What follows belongs to an exercise in optimizing a design on an open flow for small area and few clock cycles; a production flow would make more cautious choices. In this exercise RTL edits were held to simulation tests only and were not proved equivalent to the original. Power is estimated from default activity; no workload was simulated.

Setup of job 9642:
==> flow/design.v <==
module BUFFER(input [DATA_WIDTH-1:0] data_in,
					input clk,
					input ce,
					input rst,
					output [DATA_WIDTH-1:0] data_out
);
parameter DATA_DEPTH = 4;
parameter DATA_WIDTH = 32;
reg [DATA_DEPTH-1:0] shift_reg [DATA_WIDTH-1:0];
genvar i;
generate
	for (i=0; i < DATA_WIDTH; i=i+1) begin: buffer
		always @(posedge clk) begin
			if (rst==1'b1) begin
				shift_reg[i] <= 0;
			end else begin
				if (ce) begin
					if (DATA_DEPTH<2) begin
						shift_reg[i] <= data_in[i];
					end else begin
						shift_reg[i] <= {shift_reg[i][DATA_DEPTH-2:0], data_in[i]};
					end
				end
			end
		end
		assign data_out[i] = shift_reg[i][DATA_DEPTH-1:DATA_DEPTH-1];
	end
endgenerate
endmodule
`timescale 1ns / 1ps
module F(
    input empty,
    input [15:0] iu,
    input [15:0] iv,
    input [15:0] offset,
    input [PRECISION-1:0] indatar,
    input [PRECISION-1:0] indatai,
    output read,
    output valid,
    output [15:0] gind,
    output [15:0] cind,
    output [PRECISION-1:0] outdatar,
    output [PRECISION-1:0] outdatai,
    input clk,
    input rst
    );
	parameter PRECISION = 32;
	parameter GSIZE = 32;
	parameter SUPPORT = 7;
	parameter SSIZE = 2*SUPPORT+1;
	reg [3:0] k;	 
	wire last = (k == SSIZE - 1);
	always @(posedge clk)
		if (rst)
			k <= 0;
		else if (!empty)
			k <= last ? 4'd0 : k + 4'd1;
	function [16:0] radd(input [15:0] a, input [15:0] b, input ci);
		integer i;
		reg c;
		begin
			c = ci;
			for (i = 0; i < 16; i = i + 1) begin
				radd[i] = a[i] ^ b[i] ^ c;
				c = (a[i] & b[i]) | (c & (a[i] ^ b[i]));
			end
			radd[16] = c;
		end
	endfunction
	function [31:0] csa(input [15:0] a, input [15:0] b, input [15:0] c);
		csa = {(a & b) | (a & c) | (b & c), a ^ b ^ c};
	endfunction
	function [16:0] padd(input [15:0] a, input [15:0] b, input ci);
		reg [15:0] g, p, gg, pp;
		integer i, j, l;
		begin
			g = a & b;
			p = a ^ b;
			gg = g;
			pp = p;
			gg[0] = g[0] | (p[0] & ci);
			for (l = 0; l < 4; l = l + 1)
				for (i = 0; i < 16; i = i + 1)
					if ((i >> l) & 1) begin
						j = ((i >> (l + 1)) << (l + 1)) + (1 << l) - 1;
						gg[i] = gg[i] | (pp[i] & gg[j]);
						pp[i] = pp[i] & pp[j];
					end
			padd = {gg[15], p ^ {gg[14:0], ci}};
		end
	endfunction
	wire [3:0] n0 = offset[3:0], n1 = offset[7:4], n2 = offset[11:8], n3 = offset[15:12];
	wire [16:0] a = padd(n2, n3, 1'b0);			 
	wire [16:0] p = padd(n0, n1, 1'b0);			 
	wire [16:0] s = padd(p[4:0], a[4:0], 1'b0);		 
	wire [1:0] sh = s[5:4];
	wire [3:0] sl = s[3:0];
	wire e = (sl == 15) || (sl >= 14 && sh != 0) || (sl >= 13 && sh[1]) || (sl >= 12 && sh == 3);
	wire [31:0] dc = csa(n1, a[4:0], k);
	wire [16:0] d = padd(dc[4:0], {dc[20:16], 1'b0}, 1'b0);	 
	wire [16:0] lo = padd(d[3:0], sh, e);
	wire [16:0] hi = padd({n3, a[3:0]}, {a[4], 2'b00, d[5:4]}, lo[4]);
	assign cind = {3'd0, hi[8:0], lo[3:0]};
	assign valid = !empty;
	assign read = !empty && last;
	wire [16:0] gl = radd(iu[4:0], 5'd25, 1'b0);
	wire [31:0] g1 = csa(iv[10:0], iu[15:5], 11'h7ff);
	wire [31:0] g2 = csa(g1[10:0], {g1[25:16], 1'b0}, k);
	wire [16:0] gh = radd(g2[10:0], {g2[25:16], 1'b0}, gl[5]);
	assign gind = {gh[10:0], gl[4:0]};
	assign outdatar = indatar;
	assign outdatai = indatai;
endmodule
clock: 8.0 ns
lec_check: 0
cap_margin: 20
core_margin: 2
core_utilization: 55
cts_buf_list: sky130_fd_sc_hd__clkbuf_2
cts_cluster_diameter: 200
cts_cluster_size: 20
slew_margin: 20
standard.sh (not shown) runs the stock make flow with config.mk's settings and CLKGATE_MAP_FILE= SYNTH_SCRIPT=/design/flow/synth_recipe.tcl, a recipe that flattens the netlist after the stock synthesis.
==> flow/flow/run.sh <==
#!/bin/bash
# Standard layout with two changes to synthesis: adders stay plain gates
# (no full/half-adder cells) and ABC maps with flow/abc.script.
# Each tool's output goes to a log file in the work folder.
set -e
W=$(pwd)
{ head -n 1 synth_recipe.tcl; cat flow/abc_proc.tcl; tail -n +2 synth_recipe.tcl; } > own_synth.tcl
export MY_ABC_SCRIPT=$W/flow/abc.script MY_ABC_D=4500
bash standard.sh ADDER_MAP_FILE= SYNTH_SCRIPT=$W/own_synth.tcl BUFFER_PORTS_ARGS="-buffer_cell sky130_fd_sc_hd__buf_1" finish > standard.log 2>&1
==> flow/flow/abc.script <==
strash; dc2; resub -K 8; dc2; resub -K 8; dch -f; amap; topo; stime -c
==> flow/flow/abc_proc.tcl <==
# Own ABC script for technology mapping: synth.tcl calls abc with its
# -script and -D; this replaces the script with $MY_ABC_SCRIPT, in which
# {D} stands for the delay target $MY_ABC_D (ps).
proc abc {args} {
  set f [open $::env(MY_ABC_SCRIPT) r]
  set s [string map [list "{D}" $::env(MY_ABC_D)] [read $f]]
  close $f
  set script $::env(OBJECTS_DIR)/own_abc.script
  set f [open $script w]
  puts $f $s
  close $f
  set out {}
  for {set i 0} {$i < [llength $args]} {incr i} {
    set a [lindex $args $i]
    if {$a eq "-script"} { incr i; lappend out -script $script; continue }
    if {$a eq "-D"} { incr i; continue }
    lappend out $a
  }
  yosys abc {*}$out
}
Job 9642: no failed stages, no open violations at the end
Testbench counts of job 9642, summed over its fixed seeds: cycles 21,630.
For job 9473, these inputs were changed with respect to job 9642:
==> flow/flow/abc.script <==
strash; dc2; resub -K 8; dc2; dch -f; amap; topo; stime -c
==> comparison <==
The post-synthesis area per instance on job 9473 is in line with that on job 9642.
Compared with job 9642, in job 9473 clock-net power rose by about 7%; clock power share increased 0.6 points; count of mapped cells out of synthesis now sits at about the same level.
Comparing job 9642 and job 9473, the lower internal reg-to-reg setup slack was measured on job 9642.
Job 9473 ends up with higher minimum setup slack in the final design than job 9642 does.

* * *

F, a different RTL version from the one above (not shown whole).
Size: about 360 cells after synthesis, roughly 2000 um^2 of cells after synthesis.
==> flow/config.mk <==
export PLATFORM = sky130hd
export DESIGN_NAME = F
export DESIGN_NICKNAME = F
export VERILOG_FILES = /design/flow/design.v
export SDC_FILE = /design/flow/constraint.sdc
export NUM_CORES = 4
export LEC_CHECK = 0
export CAP_MARGIN = 20
export CORE_MARGIN = 2
export CORE_UTILIZATION = 55
export CTS_BUF_LIST = sky130_fd_sc_hd__clkbuf_2
export SLEW_MARGIN = 20
==> flow/constraint.sdc <==
create_clock -name core_clock -period 8.0 [get_ports {clk}]
set_input_delay 1.6000 -clock core_clock [delete_from_list [all_inputs] [get_ports {clk}]]
set_output_delay 1.6000 -clock core_clock [all_outputs]
set_load 0.01 [all_outputs]
==> flow/flow/run.sh <==
#!/bin/bash
# Standard layout with two changes to synthesis: adders stay plain gates
# (no full/half-adder cells) and ABC maps with flow/abc.script.
# Each tool's output goes to a log file in the work folder.
set -e
W=$(pwd)
{ head -n 1 synth_recipe.tcl; cat flow/abc_proc.tcl; tail -n +2 synth_recipe.tcl; } > own_synth.tcl
export MY_ABC_SCRIPT=$W/flow/abc.script MY_ABC_D=4300
bash standard.sh ADDER_MAP_FILE= SYNTH_SCRIPT=$W/own_synth.tcl BUFFER_PORTS_ARGS="-buffer_cell sky130_fd_sc_hd__buf_1" finish > standard.log 2>&1
==> flow/flow/abc.script <==
strash; dch; amap; topo; stime -c; upsize -c -D {D}; dnsize -c -D {D}
Scripts as last shown in full above: flow/flow/abc_proc.tcl
Testbench counts at the start, summed over its fixed seeds: cycles 21,630.
Rerun with:
==> flow/flow/run.sh (replaced) <==
#!/bin/bash
# Standard layout with two changes to synthesis: adders stay plain gates
# (no full/half-adder cells) and ABC maps with flow/abc.script.
# Each tool's output goes to a log file in the work folder.
set -e
W=$(pwd)
cat flow/abc_proc.tcl synth_recipe.tcl > own_synth.tcl
export MY_ABC_SCRIPT=$W/flow/abc.script MY_ABC_D=4000
bash standard.sh ADDER_MAP_FILE= SYNTH_SCRIPT=$W/own_synth.tcl BUFFER_PORTS_ARGS="-buffer_cell sky130_fd_sc_hd__buf_1" finish > standard.log 2>&1
==> flow/flow/abc.script (replaced) <==
strash; dc2; dch; amap; topo; stime -c
==> flow/flow/abc_proc.tcl (replaced) <==
# Own ABC script for technology mapping: synth.tcl calls abc with its
# -script and -D; this replaces the script with flow/abc.script and the
# delay target with ABC_D_PS (in ps).
proc abc {args} {
  set out {}
  for {set i 0} {$i < [llength $args]} {incr i} {
    set a [lindex $args $i]
    if {$a eq "-script"} { incr i; lappend out -script $::env(MY_ABC_SCRIPT); continue }
    if {$a eq "-D"} { incr i; continue }
    lappend out $a
  }
  yosys abc -D $::env(MY_ABC_D) {*}$out
}
CORE_UTILIZATION = 40   (was 55)
CTS_BUF_LIST = unset   (was sky130_fd_sc_hd__clkbuf_2)
Outcome: With this change the flow reached the layout checks and failed them: setup timing; routed wire length came out higher by roughly a tenth; sequential share of layout area came out lower by 0.86 points; clock power came out higher by well over a third; cell count came out higher by about a fifth; combinational power came out higher by well over a third; cell area came out higher by a quarter to a third; clock-buffer cell count stays the same.
Rerun with:
--- a/flow/flow/run.sh
+++ b/flow/flow/run.sh
@@ -5,5 +5,5 @@
 set -e
 W=$(pwd)
-cat flow/abc_proc.tcl synth_recipe.tcl > own_synth.tcl
-export MY_ABC_SCRIPT=$W/flow/abc.script MY_ABC_D=4000
+{ head -n 1 synth_recipe.tcl; cat flow/abc_proc.tcl; tail -n +2 synth_recipe.tcl; } > own_synth.tcl
+export MY_ABC_SCRIPT=$W/flow/abc.script MY_ABC_D=4500
 bash standard.sh ADDER_MAP_FILE= SYNTH_SCRIPT=$W/own_synth.tcl BUFFER_PORTS_ARGS="-buffer_cell sky130_fd_sc_hd__buf_1" finish > standard.log 2>&1
==> flow/flow/abc.script (replaced) <==
strash; dch; amap; topo; stime -c; upsize -c -D {D}; dnsize -c -D {D}
==> flow/flow/abc_proc.tcl (replaced) <==
# Own ABC script for technology mapping: synth.tcl calls abc with its
# -script and -D; this replaces the script with $MY_ABC_SCRIPT, in which
# {D} stands for the delay target $MY_ABC_D (ps).
proc abc {args} {
  set f [open $::env(MY_ABC_SCRIPT) r]
  set s [string map [list "{D}" $::env(MY_ABC_D)] [read $f]]
  close $f
  set script $::env(OBJECTS_DIR)/own_abc.script
  set f [open $script w]
  puts $f $s
  close $f
  set out {}
  for {set i 0} {$i < [llength $args]} {incr i} {
    set a [lindex $args $i]
    if {$a eq "-script"} { incr i; lappend out -script $script; continue }
    if {$a eq "-D"} { incr i; continue }
    lappend out $a
  }
  yosys abc {*}$out
}
CORE_UTILIZATION = 55   (was 40)
CTS_BUF_LIST = sky130_fd_sc_hd__clkbuf_2   (was unset)
With this change the flow finished clean.
Maximum frequency rose by 7.4%.
Clock skew stays flat.
Wire length fell by 33%.
Global-route usage rose by 0.74 points.
Setup slack improved by 0.57 ns.
Core utilization rose by 1.6 points.
Cell count fell by 16%.
Rerun with:
==> flow/flow/run.sh (replaced) <==
#!/bin/bash
# Standard layout with two changes to synthesis: adders stay plain gates
# (no full/half-adder cells) and ABC maps with flow/abc.script.
# Each tool's output goes to a log file in the work folder.
set -e
W=$(pwd)
cat flow/abc_proc.tcl synth_recipe.tcl > own_synth.tcl
export MY_ABC_SCRIPT=$W/flow/abc.script MY_ABC_D=4000
bash standard.sh ADDER_MAP_FILE= SYNTH_SCRIPT=$W/own_synth.tcl BUFFER_PORTS_ARGS="-buffer_cell sky130_fd_sc_hd__buf_1" finish > standard.log 2>&1
==> flow/flow/abc.script (replaced) <==
strash; dch; amap; topo; stime -c; buffer -c; upsize -c; dnsize -c
==> flow/flow/abc_proc.tcl (replaced) <==
# Own ABC script for technology mapping: synth.tcl calls abc with its
# -script and -D; this replaces the script with flow/abc.script and the
# delay target with ABC_D_PS (in ps).
proc abc {args} {
  set out {}
  for {set i 0} {$i < [llength $args]} {incr i} {
    set a [lindex $args $i]
    if {$a eq "-script"} { incr i; lappend out -script $::env(MY_ABC_SCRIPT); continue }
    if {$a eq "-D"} { incr i; continue }
    lappend out $a
  }
  yosys abc -D $::env(MY_ABC_D) {*}$out
}
CORE_UTILIZATION = 70   (was 55)
CTS_BUF_LIST = sky130_fd_sc_hd__clkbuf_1   (was sky130_fd_sc_hd__clkbuf_2)
=> With this change the flow stopped in 3_2_place_iop, error PPL-0024. Synthesized area grows by 4.6%. Synthesized cell count is about the same.

[separate check: timing with driven ports]
In the flow no input, the clock included, has a driving cell. The finished layouts below were timed again as built, in two steps.
Step 1, drivers: a clkbuf_16 drives clk and a buf_2 each remaining input, both assumed.
Step 2 also shifts input and output timing later by t, the mid clock arrival at the registers, as if the neighbouring blocks saw the same clock.
Slacks: ideal / step 1 / step 2; pairs: ideal / step 1.
run | shift t [ns] | setup slack, ns | latest minus earliest clock arrival (ns) | slew at the worst register clock pin (ns)
job 9642 | 0.220 | 0.606 / 0.584 / 0.584 | 0.008 / 0.008 | 0.05 / 0.05
job 9473 | 0.237 | 0.673 / 0.651 / 0.651 | 0.011 / 0.011 | 0.05 / 0.05
the first run of note 2 | 0.226 | 0.126 / 0.100 / 0.100 | 0.003 / 0.003 | 0.05 / 0.05
the second run of note 2 | 0.238 | -0.300 / -0.332 / -0.332 | 0.002 / 0.001 | 0.03 / 0.03
the third run of note 2 | 0.225 | 0.274 / 0.251 / 0.251 | 0.000 / 0.000 | 0.04 / 0.04
The setup slack of the second run of note 2, which loses most, moves by -0.032 ns with the drivers and by -0.032 ns with both steps.
